This design comes from an exercise in tuning for small area, a short achievable clock period and few clock cycles on the open sky130 flow, not from production work.
Function was checked by simulation only, so behaviour that the tests miss may differ from the original.
Power figures rest on the tool's default switching activity, not on a simulated workload.

==> flow/design.v (excerpt) <==
module cpu_cache (
	input clk,
	input reset_n,
	output readM1,
	output [15:0] address1,
	input [15:0] instData00,
	input [15:0] instData01,
	input [15:0] instData10,
	input [15:0] instData11,
	input [1:0] instReady,
	output readM2,
	output writeM2,
	output [15:0] address2,
	input [15:0] memData00,
	input [15:0] memData01,
	input [15:0] memData10,
	input [15:0] memData11,
	input [1:0] memReadReady,
	input [1:0] memWriteReady,
	output [15:0] evicted2_address,
	output [15:0] evicted2_00,
	output [15:0] evicted2_01,
	output [15:0] evicted2_10,
	output [15:0] evicted2_11,
	output reg [15:0] num_inst,
	output reg [15:0] output_port,
	output reg is_halted
);
Settings: LEC_CHECK=0, CAP_MARGIN=20, CORE_MARGIN=2, CORE_UTILIZATION=40, SLEW_MARGIN=20; clock period 11.0 ns.
standard.sh (not shown) runs the stock make flow with config.mk's settings and CLKGATE_MAP_FILE= SYNTH_SCRIPT=/design/flow/synth_recipe.tcl, a recipe that flattens the netlist after the stock synthesis.
==> flow/flow/run.sh <==
#!/bin/bash
# The standard layout (standard.sh), with four changes to how it is made:
#  - ports are buffered with sky130_fd_sc_hd__buf_1 instead of the delay buffer
#    that buffer_ports picks by default,
#  - timing repair aims for 6.8 ns of setup slack (the SDC is unchanged),
#  - the clock tree clusters up to 25 sinks within 70 um,
#  - repair_design aims 5% (not 20%) below the library's max-slew limits.
# The make output goes to flow.log in this folder; ORFS keeps each step's log
# under orfs/logs.
set -euo pipefail
bash standard.sh \
  "BUFFER_PORTS_ARGS=-buffer_cell sky130_fd_sc_hd__buf_1" \
  SETUP_SLACK_MARGIN=6.8 \
  CTS_CLUSTER_SIZE=25 \
  CTS_CLUSTER_DIAMETER=70 \
  SLEW_MARGIN=5 \
  finish > flow.log 2>&1
Testbench counts at the start, summed over its fixed seeds: cycles 243,786.
Then changed:
--- a/flow/flow/run.sh
+++ b/flow/flow/run.sh
@@ -5,3 +5,3 @@
 #  - timing repair aims for 6.8 ns of setup slack (the SDC is unchanged),
-#  - the clock tree clusters up to 25 sinks within 70 um,
+#  - the clock tree clusters up to 25 sinks within 80 um,
 #  - repair_design aims 5% (not 20%) below the library's max-slew limits.
@@ -14,3 +14,3 @@
   CTS_CLUSTER_SIZE=25 \
-  CTS_CLUSTER_DIAMETER=70 \
+  CTS_CLUSTER_DIAMETER=80 \
   SLEW_MARGIN=5 \
=> Via count falls by 0.58%; count of clock-buffer cells in the layout drops by 4; wire length barely changes; sequential power hardly moves; die area stays the same; total power decreases by 4.6%; clock power falls by about 10%; flip-flop and latch count stays the same; core utilization is lower by 0.18 points; hold slack stays flat; worst setup slack gains 4.1 ps.
Then changed:
==> flow/flow/run.sh (replaced) <==
#!/bin/bash
# The standard layout (standard.sh), with three changes to how it is made:
#  - ports are buffered with sky130_fd_sc_hd__buf_1 instead of the delay buffer
#    that buffer_ports picks by default,
#  - timing repair aims for 6.8 ns of setup slack (the SDC is unchanged),
#  - the clock tree clusters up to 25 sinks within 75 um.
# The make output goes to flow.log in this folder; ORFS keeps each step's log
# under orfs/logs.
set -euo pipefail
bash standard.sh \
  "BUFFER_PORTS_ARGS=-buffer_cell sky130_fd_sc_hd__buf_1" \
  SETUP_SLACK_MARGIN=6.8 \
  CTS_CLUSTER_SIZE=25 \
  CTS_CLUSTER_DIAMETER=75 \
  finish > flow.log 2>&1
What happened: Core utilization is lower by 0.12 points; power is higher by about 0.6%; first-iteration DRC count is higher by about 2.4%; worst setup slack got worse by 34 ps; wire length is higher by 0.42%; final area is about the same; cell count stays flat; clock-buffer cell count is lower by 2; clock skew is about the same.

== the baseline ==
cpu_cache, a different RTL version from the one above (not shown whole).
For scale: about 2700 cells after synthesis, roughly 410 flip-flops.
Settings: LEC_CHECK=0, CAP_MARGIN=20, CORE_MARGIN=2, CORE_UTILIZATION=40, SLEW_MARGIN=20; clock period 11.0 ns.
==> flow/flow/run.sh <==
#!/bin/bash
# The standard layout (standard.sh), with three changes to how it is made:
#  - ports are buffered with sky130_fd_sc_hd__buf_1 instead of the delay buffer
#    that buffer_ports picks by default,
#  - timing repair aims for 7 ns of setup slack (the SDC is unchanged),
#  - the clock tree clusters up to 25 sinks within 80 um,
#  - timing repair works on the worst 30% of the failing endpoints.
# The make output goes to flow.log in this folder; ORFS keeps each step's log
# under orfs/logs.
set -euo pipefail
bash standard.sh \
  "BUFFER_PORTS_ARGS=-buffer_cell sky130_fd_sc_hd__buf_1" \
  SETUP_SLACK_MARGIN=7 \
  CTS_CLUSTER_SIZE=25 \
  TNS_END_PERCENT=30 \
  CTS_CLUSTER_DIAMETER=80 \
  finish > flow.log 2>&1
Testbench counts of the baseline, summed over its fixed seeds: cycles 243,786.
For the candidate, these inputs were changed with respect to the baseline:
diff --git a/flow/flow/run.sh b/flow/flow/run.sh
--- a/flow/flow/run.sh
+++ b/flow/flow/run.sh
@@ -5,4 +5,3 @@
 #  - timing repair aims for 7 ns of setup slack (the SDC is unchanged),
-#  - the clock tree clusters up to 25 sinks within 80 um,
-#  - timing repair works on the worst 30% of the failing endpoints.
+#  - the clock tree clusters up to 25 sinks within 80 um.
 # The make output goes to flow.log in this folder; ORFS keeps each step's log
@@ -14,3 +13,2 @@
   CTS_CLUSTER_SIZE=25 \
-  TNS_END_PERCENT=30 \
   CTS_CLUSTER_DIAMETER=80 \
Findings:
Net switching share of the total power came out higher on the candidate than on the baseline. Wire: the candidate routes more than the baseline. Of the candidate and the baseline, it is the candidate that has the higher critical path depth. Area growth from synthesis to final layout for the candidate is higher than for the baseline.

[afterwards: timing with drivers on the ports]
No port has a modelled driver above. Below, the same layouts with a new extraction and two added sets of constraints.
Step 1, drivers: a clkbuf_16 drives clk and a buf_2 each remaining input, both assumed.
Step 2 adds t to the input delays and takes it off the output delays; t is the mean of the earliest and latest rising clock arrival at the registers after step 1. Input paths then give back, and output paths get back, about the clock's delay inside the block.
Slacks: no drivers / after step 1 / after step 2; pairs: no drivers / after step 1.
run	shift t [ns]	slack for setup (ns)	worst setup path after step 2	worst slew at a driven data input, ns
the first run of note 1	0.645	6.803 / 6.803 / 6.360	input to register	0.08
the second run of note 1	0.686	6.807 / 6.807 / 6.327	input to register	0.09
the third run of note 1	0.692	6.773 / 6.773 / 6.312	input to register	0.08
the baseline	0.667	6.830 / 6.830 / 6.234	input to register	0.07
the candidate	0.682	6.922 / 6.922 / 6.347	input to register	0.06
After both steps every run listed still meets setup and hold. For the baseline, which loses most, drivers alone change the setup slack by 0.000 ns; drivers and shift together by -0.596 ns.
